Context: an optimization exercise on an open-source flow, tuned for small area, a short achievable clock period and few clock cycles. The choices shown serve that exercise and are no tape-out recipe.
Function was checked by simulation only, so behaviour that the tests miss may differ from the original.
Power is estimated from default activity; no workload was simulated.

==> flow/design.v, too long to show whole: its modules and the start of the top module <==
// module booth_multiplier: 1328 lines
// module bm_gpn: 6 lines
// module bm_gpp: 6 lines
// module bm_gn: 5 lines
// module bm_gp: 5 lines
// module bm_fa: 6 lines
module booth_multiplier(clk, reset_n, multiplier, multiplicand, op_start, op_clear, op_done, result);
  // ...
==> flow/flow/run.sh <==
#!/bin/bash
# The standard synthesis and layout, with the port buffers the standard flow's flow adds made from
# sky130_fd_sc_hd__buf_1 instead of the cell buffer_ports picks by itself.
set -euo pipefail
bash standard.sh synth > synth.log 2>&1
export BUFFER_PORTS_ARGS="-buffer_cell sky130_fd_sc_hd__buf_1"
bash standard.sh > layout.log 2>&1
==> flow/standard.sh <==
#!/bin/bash
# synth_recipe.tcl (not shown) runs the flow's synth.tcl, then flattens the netlist and writes it again
# the make line also repeats each setting of config.mk as NAME=value (left out here)
make -C /OpenROAD-flow-scripts/flow DESIGN_CONFIG=/design/flow/config.mk WORK_HOME=/design/flow/orfs CLKGATE_MAP_FILE= SYNTH_SCRIPT=/design/flow/synth_recipe.tcl "${@:-finish}"
==> flow/config.mk <==
export PLATFORM = sky130hd
export DESIGN_NAME = booth_multiplier
export DESIGN_NICKNAME = booth_multiplier
export VERILOG_FILES = /design/flow/design.v
export SDC_FILE = /design/flow/constraint.sdc
export NUM_CORES = 4
export LEC_CHECK = 0
export ABC_CLOCK_PERIOD_IN_PS = 2500
export CAP_MARGIN = 20
export CORE_MARGIN = 2
export CORE_UTILIZATION = 50
export PLACE_DENSITY = 0.65
export SETUP_SLACK_MARGIN = 2.4
export SLEW_MARGIN = 20
export SYNTH_HIERARCHICAL = 1
==> flow/constraint.sdc <==
create_clock -name core_clock -period 5.5 [get_ports {clk}]
set_input_delay 1.1000 -clock core_clock [delete_from_list [all_inputs] [get_ports {clk}]]
set_output_delay 1.1000 -clock core_clock [all_outputs]
set_load 0.01 [all_outputs]
==> out/results.txt, run 1 <==
Pre-Repair DR Iteration Count -> 6
Clock skew -> 11.5 ps
Worst path most repeated cell -> fa_1
Power per Cell Area -> 585 nW/um2
CP max stage cell -> fa_1
Worst rel slew slack -> 23.2%
RSZ-0062 raised after global routing -> true
Max layer used -> met5
Area Overhead vs Synth -> 9.79%
Io pins -> 261
Critical path's largest stage delay -> 490 ps
Fmax achieved -> 0.325 GHz
Mux contribution to synthesized area -> 0.650%
DRC -> 0
H-tree depth -> 1
Cell area after synthesis -> 22500 um2
Fin util -> 55.8%
Final nets -> 2815
DR iter-0 viols -> 1686
DIE AREA -> 46800 um2
Max reg flops -> 66
P_leak -> 9.37 nW
Clk buf depth -> 3
Largest cells by area after synthesis -> fa_1 23%, dfxtp_1 14%, xnor2_1 13%
Number of global-route vias before repair -> 17800
Post-DRT Antenna Nets -> 0
Via density -> 5.98
DP Area -> 23100 um2
Worst path bufs/invs -> 1
Fraction of registers with async set/reset -> 0.877%
Post-Synth Simple-Gate Area -> 7.74%
Worst path cell trace -> buf_1, a22oi_1, xnor2_1, fa_1, fa_1, fa_1, nor2_1, a211oi_1
Largest regs -> S (66), rlo (64), C (63)
Dpl cells -> 2878
Met1 usage -> 37.5%
Sequential cell area share -> 21.3%
Crit path max-delay family -> adder cells
Outcome -> timing/DRC/antenna clean
Port Buffers -> 260
Hold Fails Final Rpt -> 0
Fraction of area in multi-input gates -> 63.7%
Testbench counts, summed over its fixed seeds: cycles 4,224.
==> run 2: changes to the inputs <==
--- a/flow/config.mk
+++ b/flow/config.mk
@@ -12,3 +12,3 @@
 export PLACE_DENSITY = 0.65
-export SETUP_SLACK_MARGIN = 2.4
+export SETUP_SLACK_MARGIN = 2.6
 export SLEW_MARGIN = 20
==> run 2 against run 1 <==
Compared with the run above:
- largest power group unchanged
- count of clock-buffer cells in the layout increased by 9
- register-to-register slack improved by 130 ps
- still clean
- utilization rose by 1.3 points
- highest routed layer unchanged
- setup slack improved by 160 ps
- die area did not move
- sequential power decreased by 4%
==> out/results.txt, run 2 <==
Fmax achieved -> 0.344 GHz (was 0.325 GHz)
Startpoint Class -> primary input (unchanged)
Number of global-route vias before repair -> 18100 (was 17800)
Core ar. -> 44300 um2 (unchanged)
Outcome -> timing/DRC/antenna clean (unchanged)
Worst min path class -> primary input to async pin (unchanged)
Crit path max-delay family -> adder cells (unchanged)
Largest cells by area after synthesis -> fa_1 23%, dfxtp_1 14%, xnor2_1 13% (unchanged)
Worst skew pair latency -> 590 ps (was 560 ps)
Fin crit share -> 52.9% (was 55.9%)
Synth cell types -> 60 (unchanged)
CP required -> 5910 ps (was 5890 ps)
Max-slew violation count -> 0 (unchanged)
P_leak -> 9.60 nW (was 9.37 nW)
Area leader, netlist -> fa_1 (unchanged)
Total power -> 14.9 mW (was 14.5 mW)
Pint -> 8.08 mW (was 7.92 mW)
DRC -> 0 (unchanged)
Hold Buf Count CTS -> 0 (unchanged)
Initial antenna violation count -> 17 (was 9)
GR Overflow Total -> 0 (unchanged)
CP max stage cell -> fa_1 (unchanged)
Register area share after synthesis -> 23.2% (unchanged)
Global-route usage over all layers -> 28.0% (was 27.7%)
Synth top area share -> 23.0% (unchanged)
Total CTS buffers -> 27 (unchanged)
Pre-Repair DR Iteration Count -> 6 (unchanged)
Clock skew -> 27.3 ps (was 11.5 ps)
Worst path bufs/invs -> 1 (unchanged)
Area Overhead vs Synth -> 12.4% (was 9.79%)
Synth Register Bits -> 228 (unchanged)
Reg power frac -> 19.7% (was 21.2%)
Max Cap Violations -> 0 (unchanged)
Largest net degree at the start of global routing -> 95 (was 96)
Worst rel slew slack -> 38.2% (was 23.2%)
Dpl cells -> 2880 (was 2878)
Io pins -> 261 (unchanged)
Clk pin slew, worst setup/hold paths -> 60 ps (about the same)
Worst setup EP type -> register (unchanged)
Clk buf depth -> 3 (unchanged)
Post-synth top cells -> 324 x xnor2_1, 259 x fa_1, 253 x a22oi_1 (unchanged)
Die width -> 216 um (unchanged)
Most frequent cell after synthesis -> xnor2_1 (unchanged)
Final nets -> 2842 (was 2815)
Hold WS -> 322 ps (was 318 ps)
Slew @ Worst Pin -> 927 ps (was 1150 ps)
Post-route cell area -> 25300 um2 (was 24700 um2)
Peak VDD IR -> 0.287 mV (was 0.242 mV)
Critical path's largest stage delay -> 510 ps (was 490 ps)
Synth Flop Type -> dfxtp_1 (unchanged)
Power per Cell Area -> 588 nW/um2 (was 585 nW/um2)
Commonest non-fill, non-tap cell in the layout -> xnor2_1 (unchanged)
Footprint of the multi-input gates -> 16200 um2 (was 15800 um2)
Avg Inst Size Synth -> 9.94 um2 (unchanged)
Post-DRT Antenna Nets -> 0 (unchanged)
Cell area after synthesis -> 22500 um2 (unchanged)
Yosys warnings -> 7 (unchanged)
Hold Fails Final Rpt -> 0 (unchanged)
Largest regs -> S (66), rlo (64), C (63) (unchanged)
WP data arrival -> 3320 ps (was 3460 ps)
Port Buffers -> 260 (unchanged)
RSZ-0062 raised after global routing -> true (unchanged)
Clock power frac -> 12.1% (was 13.6%)
Largest Register -> S (unchanged)
DIE AREA -> 46800 um2 (unchanged)
CTS tree -> yes (unchanged)
Initial core utilization -> 50.8% (unchanged)
Mapped Cells -> 2265 (unchanged)
Row count -> 77 (unchanged)
Post-DP HPWL -> 47400 um (was 46600 um)
Worst path most repeated cell -> fa_1 (unchanged)
Max FO, Critical Path -> 8 (unchanged)
FILL cells -> 3934 (was 3954)
Share of layout cells above drive strength 1 -> 20.3% (was 14.5%)
WL/cell -> 22.3 um (was 23.0 um)
Via Count -> 17800 (about the same)
Min cycle time layout -> 2910 ps (was 3070 ps)
Logic pwr share -> 68.3% (was 65.3%)
GP Congestion -> 0.918 (was 0.902)
Non-Filler Instances -> 2998 (was 2967)
WS Path Type -> primary input to register (unchanged)
Most frequent cells in the layout -> 322 x xnor2_1, 234 x fa_1, 215 x a22oi_1 (was 324 x xnor2_1, 254 x fa_1, 252 x a22oi_1)
DR iter-0 viols -> 1453 (was 1686)
Fraction of registers with async set/reset -> 0.877% (unchanged)
Register area -> 5260 um2 (about the same)
Via density -> 5.92 (was 5.98)
H-tree depth -> 1 (unchanged)
First-pass GRT wire length -> 104000 um (was 102000 um)
Max reg flops -> 66 (unchanged)
Setup TNS -> 0 ps (unchanged)
CTS Root Cell -> clkbuf_16 (unchanged)
DP Area -> 23300 um2 (was 23100 um2)
Clk sinks -> 228 (unchanged)
EDFF count, synth -> 64 (unchanged)
# setup viols final -> 0 (unchanged)
Final WL -> 67000 um (was 68300 um)
Net Sw Frac -> 45.8% (was 45.3%)
Worst path cell trace -> buf_2, a22oi_2, xnor2_1, fa_1, fa_1, fa_1, nor2_1, a211oi_1 (was buf_1, a22oi_1, xnor2_1, fa_1, fa_1, fa_1, nor2_1, a211oi_1)
Die H -> 216 um (unchanged)
Sw power -> 6.82 mW (was 6.55 mW)
run 2: changes by cell type in the layout (fill, tap and decap cells not counted), moves of 6 or more:
cell      change
a22oi_1      -37
a22oi_2      +37
buf_1        -49
buf_2        +42
buf_4        +22
buf_8         +9
clkbuf_1     +12
clkbuf_2      +6
fa_1         -20
fa_2         +20
ha_1          -7
nor2_1        -7
run 2: through the flow:
step / util [%] / setup slack (ps)
after floorplan: - / 2310
after global placement: 52.6 / 1740
after detailed placement: 52.6 / 1570
after CTS: 55.8 / 2450
after global routing: 57.1 / 2500
final: 57.1 / 2590
run 2: layer usage:
metal  up-vias  part of all wire [%]  track usage, %
met5         -                 0.069               0
met4         8                   3.0            9.75
met3       125                   7.1            5.91
met2       701                    47            44.8
met1      8951                    42            37.9
li1       7975                     -               -
run 2: layout make-up:
type / count / share of cell area, %
Timing Repair Buffer: 339 / 7.69
Sequential cell: 228 / 20.8
Tap cell: 592 / 2.93
Clock inverter: 7 / 0.420
Inverter: 81 / 1.25
Multi-Input combinational cell: 1696 / 63.8
Antenna cell: 13 / 0.129
Clock buffer: 42 / 2.97
run 2: what timing repair did:
action | in CTS | in global routing
cloned | 0 | 1
endpoints found under the setup margin | 139 | 142
pin swaps | 2 | 10
buffers inserted | 25 | 30
gates resized for setup | 87 | 75
run 2: logic make-up (layout without fill, tap and decap cells):
group / after synthesis / in the layout / synth area share (%)
adder cells (fa/ha/maj): 337 / 337 / 27.4
multiplexers: 14 / 14 / 0.650
buffers and inverters: 344 / 469 / 7.36
XOR/XNOR: 336 / 336 / 13.1
flip-flops: 228 / 228 / 23.2
AO/OA/AOI/OAI: 615 / 615 / 20.7
AND/OR/NAND/NOR: 390 / 390 / 7.74
other: 1 / 17 / 0.0166
run 2: worst paths after layout:
| kind | endpoint | slack, ps | startpoint | cells after the start |
|---|---|---|---|---|
| min | done | 320 | reset_n | 1 |
| min reg2reg | rlo[14] | 440 | rlo[22] | 0 |
| max reg2reg | S[7] | 2620 | one[0] | 8 |
| max | S[7] | 2590 | multiplicand[14] | 8 |
| max in group asynchronous | run | 5020 | reset_n | 1 |
| min in group core_clock | rlo[14] | 440 | rlo[22] | 0 |
run 2: power by group through the flow:
stage / Clock [mW] / Sequential, mW / Combinational [mW]
2_1_floorplan: 0 / 2.83 / 6.95
3_3_place_gp: 0 / 3.07 / 9.49
3_5_place_dp: 0 / 3.10 / 9.57
4_1_cts: 1.83 / 2.95 / 9.97
5_1_grt: 1.90 / 3.01 / 11.3
6_report: 1.80 / 2.93 / 10.2
run 2: per-module statistics from Yosys, one instance, submodules excluded:
| module | times used | flip-flops and latches | cell area, um2 |
|---|---|---|---|
| booth_multiplier | 1 | 228 | 15200 |
| bm_fa | 257 | 0 | 20.0 |
| bm_gpn | 87 | 0 | 12.5 |
| bm_gpp | 53 | 0 | 12.5 |
| bm_gn | 34 | 0 | 8.76 |
| bm_gp | 33 | 0 | 5.00 |
==> run 3: changes to the inputs <==
--- a/flow/config.mk
+++ b/flow/config.mk
@@ -11,4 +11,5 @@
 export CORE_UTILIZATION = 50
+export GPL_TIMING_DRIVEN = 0
 export PLACE_DENSITY = 0.65
-export SETUP_SLACK_MARGIN = 2.6
+export SETUP_SLACK_MARGIN = 2.5
 export SLEW_MARGIN = 20
==> run 3 against run 2 <==
Compared with the run above:
- still clean
- critical path depth increased by 1
- total power grew 0.95%
- via count up 2.5%
- cell area grew 2.4%
- sequential cell count unchanged
- global-route usage increased by 1.6 points
- hold slack got worse by 11 ps
- highest routed layer is now met4
==> out/results.txt, run 3 <==
Outcome -> timing/DRC/antenna clean (unchanged)
Global-route usage over all layers -> 29.7% (was 28.0%)
Area Overhead vs Synth -> 15.0% (was 12.4%)
Net Sw Frac -> 45.0% (was 45.8%)
CTS Root Cell -> clkbuf_16 (unchanged)
Most frequent cell after synthesis -> xnor2_1 (unchanged)
Largest Register -> S (unchanged)
Power per Cell Area -> 580 nW/um2 (was 588 nW/um2)
Clk buf depth -> 3 (unchanged)
WL/cell -> 22.5 um (was 22.3 um)
H-tree depth -> 1 (unchanged)
Largest cells by area after synthesis -> fa_1 23%, dfxtp_1 14%, xnor2_1 13% (unchanged)
Total power -> 15.0 mW (was 14.9 mW)
Total CTS buffers -> 27 (unchanged)
Yosys warnings -> 7 (unchanged)
Non-Filler Instances -> 3125 (was 2998)
GR Overflow Total -> 0 (unchanged)
Via density -> 5.83 (was 5.92)
Register area share after synthesis -> 23.2% (unchanged)
Most frequent cells in the layout -> 324 x xnor2_1, 235 x fa_1, 220 x a22oi_1 (was 322 x xnor2_1, 234 x fa_1, 215 x a22oi_1)
Clk sinks -> 228 (unchanged)
Initial core utilization -> 50.8% (unchanged)
Fin util -> 58.5% (was 57.1%)
GP Congestion -> 0.928 (was 0.918)
Row count -> 77 (unchanged)
Logic pwr share -> 67.6% (was 68.3%)
Clk pin slew, worst setup/hold paths -> 60 ps (about the same)
Fmax achieved -> 0.333 GHz (was 0.344 GHz)
Post-synth top cells -> 324 x xnor2_1, 259 x fa_1, 253 x a22oi_1 (unchanged)
FILL cells -> 3925 (was 3934)
DR iter-0 viols -> 1548 (was 1453)
Reg2Reg Depth -> 9 (was 8)
CP required -> 5920 ps (was 5910 ps)
Clock power frac -> 13.3% (was 12.1%)
Avg Inst Size Synth -> 9.94 um2 (unchanged)
Worst setup EP type -> register (unchanged)
Synth Flop Type -> dfxtp_1 (unchanged)
Dpl cells -> 3057 (was 2880)
Hold Fails Final Rpt -> 0 (unchanged)
Clock skew -> 19.6 ps (was 27.3 ps)
P_leak -> 10.1 nW (was 9.60 nW)
Die width -> 216 um (unchanged)
Via Count -> 18200 (was 17800)
Number of global-route vias before repair -> 18600 (was 18100)
Fin crit share -> 54.6% (was 52.9%)
Worst path cell trace -> buf_4, clkbuf_4, a22oi_1, xnor2_1, fa_1, fa_1, fa_1, nor2_1, a211oi_1 (was buf_2, a22oi_2, xnor2_1, fa_1, fa_1, fa_1, nor2_1, a211oi_1)
Area leader, netlist -> fa_1 (unchanged)
Core ar. -> 44300 um2 (unchanged)
DIE AREA -> 46800 um2 (unchanged)
Post-DP HPWL -> 54800 um (was 47400 um)
RSZ-0062 raised after global routing -> true (unchanged)
Fraction of registers with async set/reset -> 0.877% (unchanged)
Worst path bufs/invs -> 2 (was 1)
Largest regs -> S (66), rlo (64), C (63) (unchanged)
Max reg flops -> 66 (unchanged)
EDFF count, synth -> 64 (unchanged)
Largest net degree at the start of global routing -> 65 (was 95)
Max Cap Violations -> 0 (unchanged)
Synth Register Bits -> 228 (unchanged)
Critical path's largest stage delay -> 510 ps (about the same)
Crit path max-delay family -> adder cells (unchanged)
Setup TNS -> 0 ps (unchanged)
Peak VDD IR -> 0.302 mV (was 0.287 mV)
Pre-Repair DR Iteration Count -> 6 (unchanged)
Max-slew violation count -> 0 (unchanged)
First-pass GRT wire length -> 108000 um (was 104000 um)
Worst skew pair latency -> 580 ps (was 590 ps)
Hold Buf Count CTS -> 0 (unchanged)
Startpoint Class -> register (was primary input)
Final nets -> 2976 (was 2842)
# setup viols final -> 0 (unchanged)
Final WL -> 70300 um (was 67000 um)
Die H -> 216 um (unchanged)
Cell area after synthesis -> 22500 um2 (unchanged)
Synth cell types -> 60 (unchanged)
DRC -> 0 (unchanged)
Sw power -> 6.77 mW (was 6.82 mW)
Worst path most repeated cell -> fa_1 (unchanged)
WP data arrival -> 3420 ps (was 3320 ps)
Post-DRT Antenna Nets -> 0 (unchanged)
Share of layout cells above drive strength 1 -> 21.9% (was 20.3%)
Worst min path class -> primary input to async pin (unchanged)
Pint -> 8.27 mW (was 8.08 mW)
Synth top area share -> 23.0% (unchanged)
Initial antenna violation count -> 5 (was 17)
CTS tree -> yes (unchanged)
Reg power frac -> 19.1% (was 19.7%)
Min cycle time layout -> 3000 ps (was 2910 ps)
CP max stage cell -> fa_1 (unchanged)
Critical Path Stages -> 9 (was 8)
Max FO, Critical Path -> 10 (was 8)
Worst rel slew slack -> 32.4% (was 38.2%)
Mapped Cells -> 2265 (unchanged)
Slew @ Worst Pin -> 1010 ps (was 927 ps)
Io pins -> 261 (unchanged)
Port Buffers -> 197 (was 260)
Commonest non-fill, non-tap cell in the layout -> xnor2_1 (unchanged)
WS Path Type -> register to register (was primary input to register)
==> run 3: final cells by class <==
cell class	instances	area [um2]	share of cell area, %
timing repair buffer	210	853	3.29
clock buffer	36	739	2.85
multi-input combinational	1696	16000	61.8
antenna	5	12.5	0.0483
tap	592	741	2.86
clock inverter	14	244	0.942
sequential	228	5220	20.1
buffer	263	1770	6.85
inverter	81	310	1.20
==> run 3: final timing paths <==
check                      startpoint      to  slack, ps
setup / recovery               two[0]   S[10]       2500
hold / removal                reset_n     run        310
setup reg to reg               two[0]   S[10]       2500
hold reg to reg               rlo[16]  rlo[8]        440
max in group asynchronous     reset_n    done       5060
min in group core_clock       rlo[16]  rlo[8]        440
==> run 3: through the flow <==
step	worst slack, ps	instance area [um2]	hold slack (ps)
after global placement	1080	24400	427
after global routing	2420	25900	311
after detailed placement	1110	24400	431
after floorplan	2310	22900	499
after CTS	2470	25700	292
final	2500	25900	311
==> run 3: cell families (layout without fill, tap and decap cells) <==
| group | after synthesis | after routing | share of synthesized area [%] |
|---|---|---|---|
| muxes | 14 | 14 | 0.650 |
| adders and majority gates | 337 | 337 | 27.4 |
| and+or+nand+nor | 390 | 390 | 7.74 |
| AOI/OAI and AO/OA | 615 | 615 | 20.7 |
| other | 1 | 9 | 0.0166 |
| DFF | 228 | 228 | 23.2 |
| buffers and inverters | 344 | 604 | 7.36 |
| xor gates and xnor gates | 336 | 336 | 13.1 |
==> run 3: routing by layer <==
| metal | track usage [%] | routed length, um | vias to the layer above |
|---|---|---|---|
| li1 | - | - | 8239 |
| met1 | 39.6 | 29400 | 9032 |
| met2 | 48.5 | 33200 | 785 |
| met3 | 5.05 | 5080 | 149 |
| met4 | 11.4 | 2650 | 0 |
| met5 | 0 | 0 | - |
==> run 3: power by group through the flow <==
| stage | Sequential, mW | Combinational [mW] | Clock [mW] |
|---|---|---|---|
| finish | 2.87 | 10.2 | 2.00 |
| global route | 2.95 | 11.2 | 2.08 |
| CTS | 2.88 | 10.0 | 2.02 |
| detailed placement | 2.91 | 9.91 | 0 |
| global placement | 2.88 | 9.69 | 0 |
| floorplan | 2.83 | 6.95 | 0 |
==> run 3: worst reg2reg max path: cells and delay by family, from the launching register on <==
kind                       cells  cell delay (ps)
buffers and inverters          2              490
DFF                            1              320
adders and majority gates      3             1350
xor gates and xnor gates       1              270
and+or+nand+nor                1              240
AOI/OAI and AO/OA              2              180
==> run 3: what timing repair did <==
| item | in CTS | in global routing |
|---|---|---|
| pin swaps | 4 | 3 |
| buffers inserted | 10 | 3 |
| hold endpoints to repair | 0 | 0 |
| setup endpoints to repair | 130 | 111 |
| gates resized for setup | 116 | 82 |
==> run 3: per-module statistics from Yosys, one instance, submodules excluded <==
| module | cell area (um2) | cells inside | copies in the design | flops+latches |
|---|---|---|---|---|
| booth_multiplier | 15200 | 1661 | 1 | 228 |
| bm_fa | 20.0 | 1 | 257 | 0 |
| bm_gpn | 12.5 | 2 | 87 | 0 |
| bm_gpp | 12.5 | 2 | 53 | 0 |
| bm_gn | 8.76 | 1 | 34 | 0 |
| bm_gp | 5.00 | 1 | 33 | 0 |
==> run 4: changes to the inputs <==
--- a/flow/config.mk
+++ b/flow/config.mk
@@ -7,3 +7,3 @@
 export LEC_CHECK = 0
-export ABC_CLOCK_PERIOD_IN_PS = 2500
+export ABC_AREA = 1
 export CAP_MARGIN = 20
@@ -11,3 +11,2 @@
 export CORE_UTILIZATION = 50
-export GPL_TIMING_DRIVEN = 0
 export PLACE_DENSITY = 0.65
==> run 4 against run 3 <==
Compared with the run above:
- still clean
- count of clock-buffer cells in the layout decreased by 5
- sequential power increased by 3%
- first-iteration DRC count about the same
- setup slack improved by 21 ps
- synthesized cell count increased by 3.4%
- wire length decreased by 7.7%
- combinational power about the same
- clock power decreased by 6%
- total power decreased by 0.87%
- clock skew decreased by 5.6 ps
- critical endpoint is now S[3]
==> out/results.txt, run 4 <==
Outcome -> timing/DRC/antenna clean (unchanged)
Max layer used -> met4 (unchanged)
Die width -> 213 um (was 216 um)
Register area share after synthesis -> 23.9% (was 23.2%)
Final worst slack -> 2520 ps (was 2500 ps)
Post-DP HPWL -> 45800 um (was 54800 um)
Hold Fails Final Rpt -> 0 (unchanged)
Pre-Repair DR Iteration Count -> 7 (was 6)
Global-route usage over all layers -> 27.9% (was 29.7%)
Worst min path class -> primary input to async pin (unchanged)
# setup viols final -> 0 (unchanged)
CTS Root Cell -> clkbuf_16 (unchanged)
WP data arrival -> 3400 ps (was 3420 ps)
GP Congestion -> 0.904 (was 0.928)
Most frequent cells in the layout -> 292 x xor2_1, 259 x buf_1, 257 x fa_1 (was 324 x xnor2_1, 235 x fa_1, 220 x a22oi_1)
Die H -> 213 um (was 216 um)
Total CTS buffers -> 26 (was 27)
Row count -> 76 (was 77)
Yosys warnings -> 7 (unchanged)
CTS tree -> yes (unchanged)
Max reg flops -> 66 (unchanged)
Pint -> 7.78 mW (was 8.27 mW)
Via density -> 5.73 (was 5.83)
Largest regs -> S (66), rlo (64), C (63) (unchanged)
Fin crit share -> 54.2% (was 54.6%)
RSZ-0062 raised after global routing -> true (unchanged)
GR Overflow Total -> 0 (unchanged)
Non-Filler Instances -> 3115 (was 3125)
Peak VDD IR -> 0.264 mV (was 0.302 mV)
DRC -> 0 (unchanged)
Post-synth top cells -> 297 x xor2_1, 259 x fa_1, 253 x o22ai_1 (was 324 x xnor2_1, 259 x fa_1, 253 x a22oi_1)
Most frequent cell after synthesis -> xor2_1 (was xnor2_1)
Worst skew pair latency -> 570 ps (was 580 ps)
WL/cell -> 20.8 um (was 22.5 um)
Share of layout cells above drive strength 1 -> 15.0% (was 21.9%)
Final nets -> 2974 (was 2976)
Via Count -> 17800 (was 18200)
Post-place setup slack -> 1840 ps (was 1110 ps)
Worst setup EP type -> register (unchanged)
Initial antenna violation count -> 5 (unchanged)
Dpl cells -> 3033 (was 3057)
DIE AREA -> 45400 um2 (was 46800 um2)
Sw power -> 7.12 mW (was 6.77 mW)
DR WL met2 -> 30100 um (was 33200 um)
Final WL -> 64900 um (was 70300 um)
DR iter-0 viols -> 1547 (was 1548)
Synth cell types -> 35 (was 60)
Synth Register Bits -> 228 (unchanged)
WS Path Type -> primary input to register (was register to register)
P_leak -> 10.5 nW (was 10.1 nW)
First-pass GRT wire length -> 98700 um (was 108000 um)
Power per Cell Area -> 609 nW/um2 (was 580 nW/um2)
Total power -> 14.9 mW (was 15.0 mW)
Critical path's largest stage delay -> 490 ps (was 510 ps)
Clock power frac -> 12.6% (was 13.3%)
DP Area -> 22900 um2 (was 24400 um2)
Max Cap Violations -> 0 (unchanged)
Worst path cell trace -> buf_1, inv_2, o22ai_1, xor2_1, fa_1, fa_1, fa_1, nand2_1, o21ai_0 (was buf_4, clkbuf_4, a22oi_1, xnor2_1, fa_1, fa_1, fa_1, nor2_1, a211oi_1)
Number of global-route vias before repair -> 17900 (was 18600)
Clk sinks -> 228 (unchanged)
Avg Inst Size Synth -> 9.34 um2 (was 9.94 um2)
Largest net degree at the start of global routing -> 66 (was 65)
Mapped Cells -> 2341 (was 2265)
Area Overhead vs Synth -> 12.0% (was 15.0%)
Synth Flop Type -> dfxtp_1 (unchanged)
Net Sw Frac -> 47.8% (was 45.0%)
Met3 WL -> 5050 um (was 5080 um)
Fraction of registers with async set/reset -> 0.877% (unchanged)
Post-route cell area -> 24500 um2 (was 25900 um2)
Logic pwr share -> 67.5% (was 67.6%)
Cell area after synthesis -> 21900 um2 (was 22500 um2)
Initial core utilization -> 50.7% (was 50.8%)
Hold Buf Count CTS -> 0 (unchanged)
CP max stage cell -> fa_1 (unchanged)
FILL cells -> 3805 (was 3925)
Crit path max-delay family -> adder cells (unchanged)
H-tree depth -> 1 (unchanged)
Worst rel slew slack -> 43.2% (was 32.4%)
Commonest non-fill, non-tap cell in the layout -> xor2_1 (was xnor2_1)
Synth top area share -> 23.7% (was 23.0%)
Worst path most repeated cell -> fa_1 (unchanged)
Max FO, Critical Path -> 8 (was 10)
Largest cells by area after synthesis -> fa_1 24%, dfxtp_1 15%, xor2_1 12% (was fa_1 23%, dfxtp_1 14%, xnor2_1 13%)
Area leader, netlist -> fa_1 (unchanged)
Max-slew violation count -> 0 (unchanged)
Largest Register -> S (unchanged)
Setup TNS -> 0 ps (unchanged)
Clock skew -> 14.1 ps (was 19.6 ps)
Reg power frac -> 19.8% (was 19.1%)
Startpoint Class -> primary input (was register)
Worst path bufs/invs -> 2 (unchanged)
Core ar. -> 43100 um2 (was 44300 um2)
EDFF count, synth -> 64 (unchanged)
Clk buf depth -> 3 (unchanged)
Post-DRT Antenna Nets -> 0 (unchanged)
Clk pin slew, worst setup/hold paths -> 70 ps (was 60 ps)
Met1 Wirelength -> 27700 um (was 29400 um)
Port Buffers -> 260 (was 197)
CP required -> 5920 ps (about the same)
Slew @ Worst Pin -> 852 ps (was 1010 ps)
Fmax achieved -> 0.336 GHz (was 0.333 GHz)
Min cycle time layout -> 2980 ps (was 3000 ps)
Io pins -> 261 (unchanged)
run 4: final timing paths:
check	from	slack, ps	cells after the start	endpoint
max in group asynchronous	reset_n	5080	1	run
worst max-delay path	multiplicand[10]	2520	9	S[3]
min in group core_clock	rlo[42]	440	0	rlo[34]
worst max register to register	two[0]	2550	9	C[30]
worst min register to register	rlo[42]	440	0	rlo[34]
worst min-delay path	reset_n	300	1	done
run 4: cell type report:
cell class	instances	area, um2	area share (%)
clock inverter	17	226	0.925
tap	585	732	2.99
timing repair buffer	299	1430	5.85
clock buffer	31	699	2.86
timing repair inverter	3	26.3	0.107
inverter	265	1110	4.55
antenna	5	12.5	0.0511
multi-input combinational	1682	15000	61.3
sequential	228	5240	21.4
run 4: repair_timing:
action | 4_1_cts | 5_1_grt
buffers inserted | 9 | 17
pin swaps | 1 | 8
resized for setup | 28 | 87
setup endpoints to repair | 127 | 118
cloned | 0 | 3
run 4: Yosys stat by module (local to each module, per instance):
module	times used	area, um2	cells	flops+latches
booth_multiplier	1	14500	1737	228
bm_fa	257	20.0	1	0
bm_gpn	87	12.5	2	0
bm_gpp	53	12.5	2	0
bm_gn	34	8.76	1	0
bm_gp	33	5.00	1	0
run 4: power groups by stage:
stage | Combinational [mW] | Clock [mW] | Sequential (mW)
6_report | 10.1 | 1.88 | 2.96
3_3_place_gp | 9.35 | 0 | 3.03
4_1_cts | 9.86 | 1.91 | 2.96
5_1_grt | 11.3 | 1.99 | 3.03
3_5_place_dp | 9.66 | 0 | 3.03
2_1_floorplan | 7.18 | 0 | 2.84
run 4: layer usage:
metal  up-vias  GRT usage, %
met5         -             0
met4         0          8.90
met3       143          4.27
met2       812          44.5
met1      8854          39.0
li1       8032             -
run 4: stage by stage:
stage / hold WS, ps / utilization (%)
2_1_floorplan: 472 / -
3_3_place_gp: 427 / 53.0
3_5_place_dp: 431 / 53.1
4_1_cts: 272 / 55.8
5_1_grt: 303 / 56.8
6_report: 296 / 56.8
run 4: cells by family (layout without fill, tap and decap cells):
logic type                 Yosys count  in the layout  share of synthesized area, %
AOI/OAI and AO/OA                  547            547                          17.1
and+or+nand+nor                    459            459                          8.78
buffers and inverters              434            615                          8.66
adders and majority gates          337            337                          28.2
xor gates and xnor gates           335            335                          13.4
DFF                                228            228                          23.9
other                                1              9                        0.0172
==> run 5: changes to the inputs <==
--- a/flow/config.mk
+++ b/flow/config.mk
@@ -12,3 +12,3 @@
 export PLACE_DENSITY = 0.65
-export SETUP_SLACK_MARGIN = 2.5
+export SETUP_SLACK_MARGIN = 2.7
 export SLEW_MARGIN = 20
==> run 5 against run 4 <==
Compared with the run above:
- critical path type unchanged
- setup slack better by 110 ps
- first-iteration DRC count is 8.9% higher
- non-clock buffer count is 43 higher
- synthesized area stayed put
- hold slack better by 5.8 ps
==> out/results.txt, run 5 <==
Fin crit share -> 52.2% (was 54.2%)
Initial core utilization -> 50.7% (unchanged)
CTS tree -> yes (unchanged)
Avg Inst Size Synth -> 9.34 um2 (unchanged)
EDFF count, synth -> 64 (unchanged)
DR iter-0 viols -> 1685 (was 1547)
WS Path Type -> primary input to register (unchanged)
Fmax achieved -> 0.348 GHz (was 0.336 GHz)
Reg power frac -> 19.0% (was 19.8%)
DIE AREA -> 45400 um2 (unchanged)
Pint -> 8.09 mW (was 7.78 mW)
CTS Root Cell -> clkbuf_16 (unchanged)
GP Congestion -> 0.911 (was 0.904)
Synth Register Bits -> 228 (unchanged)
Sw power -> 7.46 mW (was 7.12 mW)
Max Cap Violations -> 0 (unchanged)
Row count -> 76 (unchanged)
Yosys warnings -> 7 (unchanged)
Mapped Cells -> 2341 (unchanged)
Hold Buf Count CTS -> 0 (unchanged)
Die width -> 213 um (unchanged)
Logic pwr share -> 69.1% (was 67.5%)
Via Count -> 18400 (was 17800)
Port Buffers -> 260 (unchanged)
Global-route usage over all layers -> 28.7% (was 27.9%)
Clk buf depth -> 3 (unchanged)
Largest Register -> S (unchanged)
Die H -> 213 um (unchanged)
P_leak -> 10.9 nW (was 10.5 nW)
Net Sw Frac -> 48.0% (was 47.8%)
First-pass GRT wire length -> 100000 um (was 98700 um)
Post-DRT Antenna Nets -> 0 (unchanged)
Area leader, netlist -> fa_1 (unchanged)
Power per Cell Area -> 597 nW/um2 (was 609 nW/um2)
Outcome -> timing/DRC/antenna clean (unchanged)
Most frequent cell after synthesis -> xor2_1 (unchanged)
Clock skew -> 13.7 ps (was 14.1 ps)
WL/cell -> 21.7 um (was 20.8 um)
Number of global-route vias before repair -> 17900 (about the same)
Final WL -> 68700 um (was 64900 um)
Fraction of registers with async set/reset -> 0.877% (unchanged)
Hold Fails Final Rpt -> 0 (unchanged)
Largest cells by area after synthesis -> fa_1 24%, dfxtp_1 15%, xor2_1 12% (unchanged)
Post-place setup slack -> 1800 ps (was 1840 ps)
Non-Filler Instances -> 3165 (was 3115)
Peak VDD IR -> 0.327 mV (was 0.264 mV)
Commonest non-fill, non-tap cell in the layout -> xor2_1 (unchanged)
Total CTS buffers -> 26 (unchanged)
Via density -> 5.82 (was 5.73)
Worst rel slew slack -> 33.0% (was 43.2%)
Startpoint Class -> primary input (unchanged)
Clock power frac -> 11.9% (was 12.6%)
Max FO, Critical Path -> 8 (unchanged)
DP Area -> 22800 um2 (was 22900 um2)
WP data arrival -> 3300 ps (was 3400 ps)
Clk pin slew, worst setup/hold paths -> 60 ps (was 70 ps)
Initial antenna violation count -> 5 (unchanged)
Core ar. -> 43100 um2 (unchanged)
Worst setup EP type -> register (unchanged)
Post-DP HPWL -> 45200 um (was 45800 um)
Largest net degree at the start of global routing -> 66 (unchanged)
Synth cell types -> 35 (unchanged)
Post-synth top cells -> 297 x xor2_1, 259 x fa_1, 253 x o22ai_1 (unchanged)
Clk sinks -> 228 (unchanged)
Final nets -> 3024 (was 2974)
Most frequent cells in the layout -> 273 x xor2_1, 226 x buf_1, 209 x nand2_1 (was 292 x xor2_1, 259 x buf_1, 257 x fa_1)
Worst min path class -> primary input to async pin (unchanged)
Setup TNS -> 0 ps (unchanged)
Fin util -> 60.5% (was 56.8%)
Io pins -> 261 (unchanged)
Register area share after synthesis -> 23.9% (unchanged)
Min cycle time layout -> 2870 ps (was 2980 ps)
Cell area after synthesis -> 21900 um2 (unchanged)
GR Overflow Total -> 0 (unchanged)
Share of layout cells above drive strength 1 -> 25.3% (was 15.0%)
Max reg flops -> 66 (unchanged)
CP required -> 5930 ps (was 5920 ps)
Worst skew pair latency -> 580 ps (was 570 ps)
Synth top area share -> 23.7% (unchanged)
FILL cells -> 3654 (was 3805)
Pre-Repair DR Iteration Count -> 5 (was 7)
Largest regs -> S (66), rlo (64), C (63) (unchanged)
H-tree depth -> 1 (unchanged)
Final worst slack -> 2630 ps (was 2520 ps)
# setup viols final -> 0 (unchanged)
Area Overhead vs Synth -> 19.2% (was 12.0%)
RSZ-0062 raised after global routing -> true (unchanged)
DRC -> 0 (unchanged)
Slew @ Worst Pin -> 1000 ps (was 852 ps)
Max-slew violation count -> 0 (unchanged)
Dpl cells -> 3032 (was 3033)
Synth Flop Type -> dfxtp_1 (unchanged)
Post-route cell area -> 26100 um2 (was 24500 um2)
-- run 5: cell families after synthesis --
family                   synth area share, %
AND/OR/NAND/NOR                         8.78
flip-flops                              23.9
other                                 0.0172
AO/OA/AOI/OAI                           17.1
XOR/XNOR                                13.4
adder cells (fa/ha/maj)                 28.2
buffers and inverters                   8.66
-- run 5: path summary, 6_finish.rpt --
check,startpoint,endpoint,slack [ps],cells after the start
worst max-delay path,multiplicand[13],C[5],2630,9
worst min-delay path,reset_n,run,300,1
worst max register to register,one[0],L1[7],2630,10
worst min register to register,rlo[28],rlo[20],440,0
max in group asynchronous,reset_n,done,5070,1
min in group core_clock,rlo[28],rlo[20],440,0
-- run 5: power by group through the flow --
stage / registers [mW] / logic, mW / clock network (mW)
2_1_floorplan: 2.84 / 7.18 / 0
3_3_place_gp: 3.03 / 9.31 / 0
3_5_place_dp: 3.05 / 9.52 / 0
4_1_cts: 2.94 / 9.96 / 1.87
5_1_grt: 3.02 / 12.0 / 1.93
6_report: 2.96 / 10.7 / 1.85
-- run 5: routing by layer --
metal	global-route usage, %	routed length (um)	vias up
li1	-	-	8119
met1	39.9	28200	9086
met2	44.7	31700	1019
met3	4.46	5970	205
met4	11.7	2770	0
met5	0	0	-
-- run 5: stage by stage --
stage                     power, mW  hold slack [ps]
after floorplan                10.0              472
after global placement         12.3              426
after detailed placement       12.6              431
after CTS                      14.8              286
after global routing           16.9              311
final                          15.5              302
-- run 5: Yosys stat by module (local to each module, per instance) --
module            flops+latches  copies in the design  cell area (um2)  cells
bm_fa                         0                   257             20.0      1
bm_gn                         0                    34             8.76      1
bm_gp                         0                    33             5.00      1
bm_gpn                        0                    87             12.5      2
bm_gpp                        0                    53             12.5      2
booth_multiplier            228                     1            14500   1737
-- run 5: worst max-delay path, cell delays in order --
cell and delay (ps):
buf_2 110, inv_2 80, o22ai_1 210, xor2_1 230, fa_1 470, fa_1 550, fa_2 440, inv_1 60
nor2_1 40
-- run 5: area by class of cell --
cell class | count | area, um2 | share of cell area (%)
Multi-Input combinational cell | 1682 | 15800 | 60.8
Sequential cell | 228 | 5260 | 20.2
Timing Repair Buffer | 342 | 1960 | 7.53
Inverter | 265 | 1240 | 4.76
Tap cell | 585 | 732 | 2.81
Clock buffer | 27 | 664 | 2.55
Clock inverter | 21 | 228 | 0.874
Timing Repair inverter | 10 | 126 | 0.485
Antenna cell | 5 | 12.5 | 0.0480
-- run 5: timing repair --
item,CTS,global route
setup buffers,42,27
gates resized for setup,181,264
gates cloned,2,9
pin swaps,36,84
endpoints found under the setup margin,129,133
hold endpoints to repair,0,0

static timing again, ports no longer ideal:
In the flow no input, the clock included, has a driving cell. The finished layouts below were timed again as built, in two steps.
Step 1: set_driving_cell puts a clkbuf_16 on clk and a buf_2 on each other input, an assumption about the parent block.
Step 2 moves the port delays by t, midway between the first and last clock arrival at a register: inputs arrive t later, outputs are due t later. That takes back most of the time a late clock gives input paths.
a / b / c = ideal / step 1 / step 2; a / b = the first two.
| run | t, ns | slack for setup (ns) | worst register clock-pin slew, ns | worst slew at a driven data input, ns |
|---|---|---|---|---|
| run 1 | 0.607 | 2.428 / 2.381 / 1.774 | 0.06 / 0.06 | 0.11 |
| run 2 | 0.628 | 2.590 / 2.577 / 1.949 | 0.06 / 0.06 | 0.11 |
| run 3 | 0.618 | 2.499 / 2.499 / 1.917 | 0.06 / 0.06 | 0.15 |
| run 4 | 0.623 | 2.520 / 2.539 / 1.916 | 0.07 / 0.07 | 0.09 |
| run 5 | 0.633 | 2.630 / 2.632 / 2.011 | 0.07 / 0.07 | 0.09 |
After both steps every run listed still meets setup and hold. The setup slack of run 1, which loses most, moves by -0.047 ns with the drivers and by -0.654 ns with both steps.
